From an optimization exercise on the open Yosys and OpenROAD flow, aimed at small area; shortcuts taken in it are not production practice. At most, simulation tests tie the RTL to the original design; equivalence was not proved. No activity file was given, so power comes from the tool's default toggle rates.

==> flow/design.v <==
package general_defines;
    parameter INT_DATA_W = 32;
    parameter POSIT_DATA_W = 8;
    parameter ROB_LENGTH = 16;
    parameter IQ_LENGTH = 8;
    parameter BYPASS_LENGTH = 3;
    parameter PHYS_REG_LENGTH = 64;
    parameter ARCH_REG_LENGTH = 32;
    parameter INSTR_MEM_LENGTH = 256;
    parameter DATA_MEM_LENGTH = 256;
    parameter FETCH_BUFFER_LENGTH = 8;
    parameter PHT_LENGTH = 256; 
    parameter BTB_LENGTH = 64;
    localparam ROB_IDX_W = (ROB_LENGTH > 1) ? $clog2(ROB_LENGTH) : 1;
    localparam IQ_IDX_W = (IQ_LENGTH > 1) ? $clog2(IQ_LENGTH) : 1;
    localparam BYPASS_IDX_W = (BYPASS_LENGTH > 1) ? $clog2(BYPASS_LENGTH) : 1;
    localparam PHYS_REG_IDX_W = (PHYS_REG_LENGTH > 1) ? $clog2(PHYS_REG_LENGTH) : 1;
    localparam ARCH_REG_IDX_W = (ARCH_REG_LENGTH > 1) ? $clog2(ARCH_REG_LENGTH) : 1;
    localparam INSTR_MEM_IDX_W = (INSTR_MEM_LENGTH > 1) ? $clog2(INSTR_MEM_LENGTH) : 1;
    localparam DATA_MEM_IDX_W = (DATA_MEM_LENGTH > 1) ? $clog2(DATA_MEM_LENGTH) : 1;
    localparam FETCH_BUFFER_IDX_W = (FETCH_BUFFER_LENGTH > 1) ? $clog2(FETCH_BUFFER_LENGTH) : 1;
    localparam PHT_IDX_W = (PHT_LENGTH> 1) ? $clog2(PHT_LENGTH) : 1;
    localparam BTB_IDX_W = (BTB_LENGTH > 1) ? $clog2(BTB_LENGTH) : 1;
    typedef struct packed{
        logic valid;
        logic [INSTR_MEM_IDX_W-1:0] pc;
        logic [ARCH_REG_IDX_W-1:0] logical_rd;
        logic [PHYS_REG_IDX_W-1:0] phys_rd;
        logic [PHYS_REG_IDX_W-1:0] old_phys_rd;   
        logic [INT_DATA_W-1:0] result;
        logic done;
        logic is_store;
        logic is_load;
        logic [6:0] opcode;
        logic [2:0] funct3;
        logic [6:0] funct7;
        logic is_branch;
        logic pred_taken;
        logic [INSTR_MEM_IDX_W-1:0] pred_target;
        logic branch_taken;                      
        logic [INSTR_MEM_IDX_W-1:0] branch_target;   
    } rob_entry_t;
    typedef struct packed {
        logic [6:0] opcode;
        logic [INSTR_MEM_IDX_W-1:0] pc;
        logic [PHYS_REG_IDX_W-1:0] phys_rd;
        logic [PHYS_REG_IDX_W-1:0] phys_rs1;
        logic [PHYS_REG_IDX_W-1:0] phys_rs2;
        logic [INT_DATA_W-1:0] imm;
        logic [2:0] fu_type;  
        logic rs1_ready;
        logic rs2_ready;
        logic [INT_DATA_W-1:0] rs1_value;  
        logic [INT_DATA_W-1:0] rs2_value;
        logic valid;
        logic [2:0] funct3;
        logic [6:0] funct7;
        logic [ROB_IDX_W-1:0] rob_idx;
    } iq_entry_t;
    typedef struct packed {
        logic valid;
        logic [PHYS_REG_IDX_W-1:0] phys_rd;
        logic [INT_DATA_W-1:0] result;
    } bypass_entry_t;
endpackage
module bpu_aoi222 (
    input  logic s0, d0,
    input  logic s1, d1,
    input  logic s2, d2,
    output logic y
);
    assign y = ~((s0 & d0) | (s1 & d1) | (s2 & d2));
endmodule
module bpu_sel64 (
    input  logic [63:0] sel,
    input  logic [63:0] d,
    output logic        y
);
    logic [20:0] t;      
    for (genvar g = 0; g < 21; g++) begin : g_aoi
        bpu_aoi222 u (
            .s0(sel[3*g]),   .d0(d[3*g]),
            .s1(sel[3*g+1]), .d1(d[3*g+1]),
            .s2(sel[3*g+2]), .d2(d[3*g+2]),
            .y (t[g])
        );
    end
    assign y = ~(&t) | (sel[63] & d[63]);
endmodule
import general_defines::*;
module bpu (
    input  logic                        clk,
    input  logic                        rst,
    input  logic [INSTR_MEM_IDX_W-1:0]  fetch_pc,
    output logic                        pred_taken,
    output logic                        btb_hit,
    output logic [INSTR_MEM_IDX_W-1:0]  btb_target,
    input  logic                        update_valid,
    input  logic [INSTR_MEM_IDX_W-1:0]  update_pc,
    input  logic                        update_taken,
    input  logic [INSTR_MEM_IDX_W-1:0]  update_target
);
    localparam NS    = BTB_LENGTH;                   
    localparam NB    = PHT_LENGTH / BTB_LENGTH;      
    localparam TAG_W = INSTR_MEM_IDX_W - BTB_IDX_W;  
    logic [PHT_LENGTH-1:0] c1, c0;
    logic [NS-1:0]         valid;
    logic [NS-1:0]         tag    [0:TAG_W-1];
    logic [NS-1:0]         target [0:INSTR_MEM_IDX_W-1];
    logic [NS-1:0] fsel;                             
    always_comb begin
        for (int i = 0; i < NS; i++)
            fsel[i] = (fetch_pc[BTB_IDX_W-1:0] == i[BTB_IDX_W-1:0]);
    end
    logic [NB-1:0] bank1;                            
    for (genvar h = 0; h < NB; h++) begin : g_fbank
        bpu_sel64 u (.sel(fsel), .d(c1[h*NS +: NS]), .y(bank1[h]));
    end
    assign pred_taken = ~bank1[fetch_pc[INSTR_MEM_IDX_W-1:BTB_IDX_W]];
    logic                       r_valid;
    logic [TAG_W-1:0]           r_tag;
    logic [INSTR_MEM_IDX_W-1:0] r_target;
    bpu_sel64 u_rvalid (.sel(fsel), .d(valid), .y(r_valid));
    for (genvar b = 0; b < TAG_W; b++) begin : g_rtag
        bpu_sel64 u (.sel(fsel), .d(tag[b]), .y(r_tag[b]));
    end
    for (genvar b = 0; b < INSTR_MEM_IDX_W; b++) begin : g_rtgt
        bpu_sel64 u (.sel(fsel), .d(target[b]), .y(r_target[b]));
    end
    assign btb_hit    = r_valid && (r_tag == fetch_pc[INSTR_MEM_IDX_W-1:BTB_IDX_W]);
    assign btb_target = btb_hit ? r_target : '0;
    logic [NS-1:0] swe;
    always_comb begin
        for (int i = 0; i < NS; i++)
            swe[i] = rst | (update_valid & (update_pc[BTB_IDX_W-1:0] == i[BTB_IDX_W-1:0]));
    end
    logic [NB-1:0] ub1, ub0;
    for (genvar h = 0; h < NB; h++) begin : g_ubank
        bpu_sel64 u1 (.sel(swe), .d(c1[h*NS +: NS]), .y(ub1[h]));
        bpu_sel64 u0 (.sel(swe), .d(c0[h*NS +: NS]), .y(ub0[h]));
    end
    logic u1, u0, n1, n0;
    assign u1 = ub1[update_pc[INSTR_MEM_IDX_W-1:BTB_IDX_W]];
    assign u0 = ub0[update_pc[INSTR_MEM_IDX_W-1:BTB_IDX_W]];
    always_comb begin
        if (update_taken) begin             
            n1 = u1 & u0;
            n0 = u1 & ~u0;
        end else begin                      
            n1 = u1 | u0;
            n0 = u1 | ~u0;
        end
    end
    logic [NB-1:0] d1, d0;
    always_comb begin
        for (int h = 0; h < NB; h++) begin
            if (rst) begin
                d1[h] = 1'b1;
                d0[h] = 1'b0;
            end else if (update_pc[INSTR_MEM_IDX_W-1:BTB_IDX_W] == h[TAG_W-1:0]) begin
                d1[h] = n1;
                d0[h] = n0;
            end else begin
                d1[h] = ub1[h];
                d0[h] = ub0[h];
            end
        end
    end
    always_ff @(posedge clk) begin
        for (int i = 0; i < NS; i++) begin
            if (swe[i]) begin
                for (int h = 0; h < NB; h++) begin
                    c1[h*NS + i] <= d1[h];
                    c0[h*NS + i] <= d0[h];
                end
            end
            valid[i] <= ~rst & (valid[i] | swe[i]);
            if (swe[i]) begin
                for (int b = 0; b < TAG_W; b++)
                    tag[b][i] <= update_pc[BTB_IDX_W + b];
                for (int b = 0; b < INSTR_MEM_IDX_W; b++)
                    target[b][i] <= update_target[b];
            end
        end
    end
endmodule
make LEC_CHECK=0 CAP_MARGIN=20 CORE_MARGIN=2 CORE_UTILIZATION=75 CTS_BUF_LIST=sky130_fd_sc_hd__clkbuf_8 CTS_CLUSTER_DIAMETER=80 CTS_CLUSTER_SIZE=16 SETUP_SLACK_MARGIN=0.2 SLEW_MARGIN=20 SYNTH_HIERARCHICAL=1 SYNTH_MINIMUM_KEEP_SIZE=0 finish   # period 8.0 ns
run.sh (not shown) runs the stock make flow with config.mk's settings and CLKGATE_MAP_FILE= SYNTH_SCRIPT=/design/flow/synth_recipe.tcl, a recipe that flattens the netlist after the stock synthesis.
Rerun with:
--- a/flow/design.v
+++ b/flow/design.v
@@ -68,12 +68,44 @@
     input  logic s1, d1,
     input  logic s2, d2,
     output logic y
 );
     assign y = ~((s0 & d0) | (s1 & d1) | (s2 & d2));
 endmodule
+module bpu_dec64 (
+    input  logic [5:0]  a,
+    input  logic        en,
+    input  logic        all,
+    output logic [63:0] y
+);
+    logic [7:0] lo, hi;
+    always_comb begin
+        for (int i = 0; i < 8; i++) begin
+            lo[i] = all | (en & (a[2:0] == i[2:0]));
+            hi[i] = all | (a[5:3] == i[2:0]);
+        end
+        for (int j = 0; j < 8; j++)
+            for (int i = 0; i < 8; i++)
+                y[8*j + i] = hi[j] & lo[i];
+    end
+endmodule
+module bpu_fdec64 (
+    input  logic [5:0]  a,
+    output logic [63:0] y
+);
+    logic [7:0] lo, hi;
+    always_comb begin
+        for (int i = 0; i < 8; i++) begin
+            lo[i] = (a[2:0] == i[2:0]);
+            hi[i] = (a[5:3] == i[2:0]);
+        end
+        for (int j = 0; j < 8; j++)
+            for (int i = 0; i < 8; i++)
+                y[8*j + i] = hi[j] & lo[i];
+    end
+endmodule
 module bpu_sel64 (
     input  logic [63:0] sel,
     input  logic [63:0] d,
     output logic        y
 );
     logic [20:0] t;      
@@ -104,43 +136,39 @@
     localparam NB    = PHT_LENGTH / BTB_LENGTH;      
     localparam TAG_W = INSTR_MEM_IDX_W - BTB_IDX_W;  
     logic [PHT_LENGTH-1:0] c1, c0;
     logic [NS-1:0]         valid;
     logic [NS-1:0]         tag    [0:TAG_W-1];
     logic [NS-1:0]         target [0:INSTR_MEM_IDX_W-1];
-    logic [NS-1:0] fsel;                             
-    always_comb begin
-        for (int i = 0; i < NS; i++)
-            fsel[i] = (fetch_pc[BTB_IDX_W-1:0] == i[BTB_IDX_W-1:0]);
-    end
+    logic [NS-1:0] fsel, fsel_b;
+    bpu_fdec64 u_fdec   (.a(fetch_pc[BTB_IDX_W-1:0]), .y(fsel));
+    bpu_fdec64 u_fdec_b (.a(fetch_pc[BTB_IDX_W-1:0]), .y(fsel_b));
     logic [NB-1:0] bank1;                            
     for (genvar h = 0; h < NB; h++) begin : g_fbank
         bpu_sel64 u (.sel(fsel), .d(c1[h*NS +: NS]), .y(bank1[h]));
     end
     assign pred_taken = ~bank1[fetch_pc[INSTR_MEM_IDX_W-1:BTB_IDX_W]];
     logic                       r_valid;
     logic [TAG_W-1:0]           r_tag;
     logic [INSTR_MEM_IDX_W-1:0] r_target;
-    bpu_sel64 u_rvalid (.sel(fsel), .d(valid), .y(r_valid));
+    bpu_sel64 u_rvalid (.sel(fsel_b), .d(valid), .y(r_valid));
     for (genvar b = 0; b < TAG_W; b++) begin : g_rtag
-        bpu_sel64 u (.sel(fsel), .d(tag[b]), .y(r_tag[b]));
+        bpu_sel64 u (.sel(fsel_b), .d(tag[b]), .y(r_tag[b]));
     end
     for (genvar b = 0; b < INSTR_MEM_IDX_W; b++) begin : g_rtgt
-        bpu_sel64 u (.sel(fsel), .d(target[b]), .y(r_target[b]));
+        bpu_sel64 u (.sel(fsel_b), .d(target[b]), .y(r_target[b]));
     end
     assign btb_hit    = r_valid && (r_tag == fetch_pc[INSTR_MEM_IDX_W-1:BTB_IDX_W]);
     assign btb_target = btb_hit ? r_target : '0;
-    logic [NS-1:0] swe;
-    always_comb begin
-        for (int i = 0; i < NS; i++)
-            swe[i] = rst | (update_valid & (update_pc[BTB_IDX_W-1:0] == i[BTB_IDX_W-1:0]));
-    end
+    logic [NS-1:0] swe, cwe;
+    bpu_dec64 u_sdec (.a(update_pc[BTB_IDX_W-1:0]), .en(update_valid), .all(rst), .y(swe));
+    bpu_dec64 u_cdec (.a(update_pc[BTB_IDX_W-1:0]), .en(update_valid), .all(rst), .y(cwe));
     logic [NB-1:0] ub1, ub0;
     for (genvar h = 0; h < NB; h++) begin : g_ubank
-        bpu_sel64 u1 (.sel(swe), .d(c1[h*NS +: NS]), .y(ub1[h]));
-        bpu_sel64 u0 (.sel(swe), .d(c0[h*NS +: NS]), .y(ub0[h]));
+        bpu_sel64 u1 (.sel(cwe), .d(c1[h*NS +: NS]), .y(ub1[h]));
+        bpu_sel64 u0 (.sel(cwe), .d(c0[h*NS +: NS]), .y(ub0[h]));
     end
     logic u1, u0, n1, n0;
     assign u1 = ub1[update_pc[INSTR_MEM_IDX_W-1:BTB_IDX_W]];
     assign u0 = ub0[update_pc[INSTR_MEM_IDX_W-1:BTB_IDX_W]];
     always_comb begin
         if (update_taken) begin             
@@ -165,13 +193,13 @@
                 d0[h] = ub0[h];
             end
         end
     end
     always_ff @(posedge clk) begin
         for (int i = 0; i < NS; i++) begin
-            if (swe[i]) begin
+            if (cwe[i]) begin
                 for (int h = 0; h < NB; h++) begin
                     c1[h*NS + i] <= d1[h];
                     c0[h*NS + i] <= d0[h];
                 end
             end
             valid[i] <= ~rst & (valid[i] | swe[i]);
Outcome:
- sequential power is higher by about 0.7%
- sequential cell count stays the same
- worst hold slack is worse by 4.0 ps
- die area went up by 1.3%
- core utilization goes down by 0.57 points
For the second run of this note, only the layout was checked, not whether the RTL still works.

[port drivers added, routing unchanged]
In the flow no input, the clock included, has a driving cell. The finished layouts below were timed again as built, in two steps.
Step 1: set_driving_cell puts a clkbuf_16 on clk and a buf_2 on each other input, an assumption about the parent block.
Step 2 also shifts input and output timing later by t, the mid clock arrival at the registers, as if the neighbouring blocks saw the same clock.
Slacks: no drivers / after step 1 / after step 2; pairs: no drivers / after step 1.
run | t (ns) | setup WS [ns] | latest minus earliest clock arrival (ns)
the first run | 0.783 | 0.125 / 0.097 / 0.097 | 0.042 / 0.042
the second run | 0.798 | 0.180 / 0.151 / 0.151 | 0.034 / 0.033
After both steps every run listed still meets setup and hold. The setup slack of the second run, which loses most, moves by -0.029 ns with the drivers and by -0.029 ns with both steps.
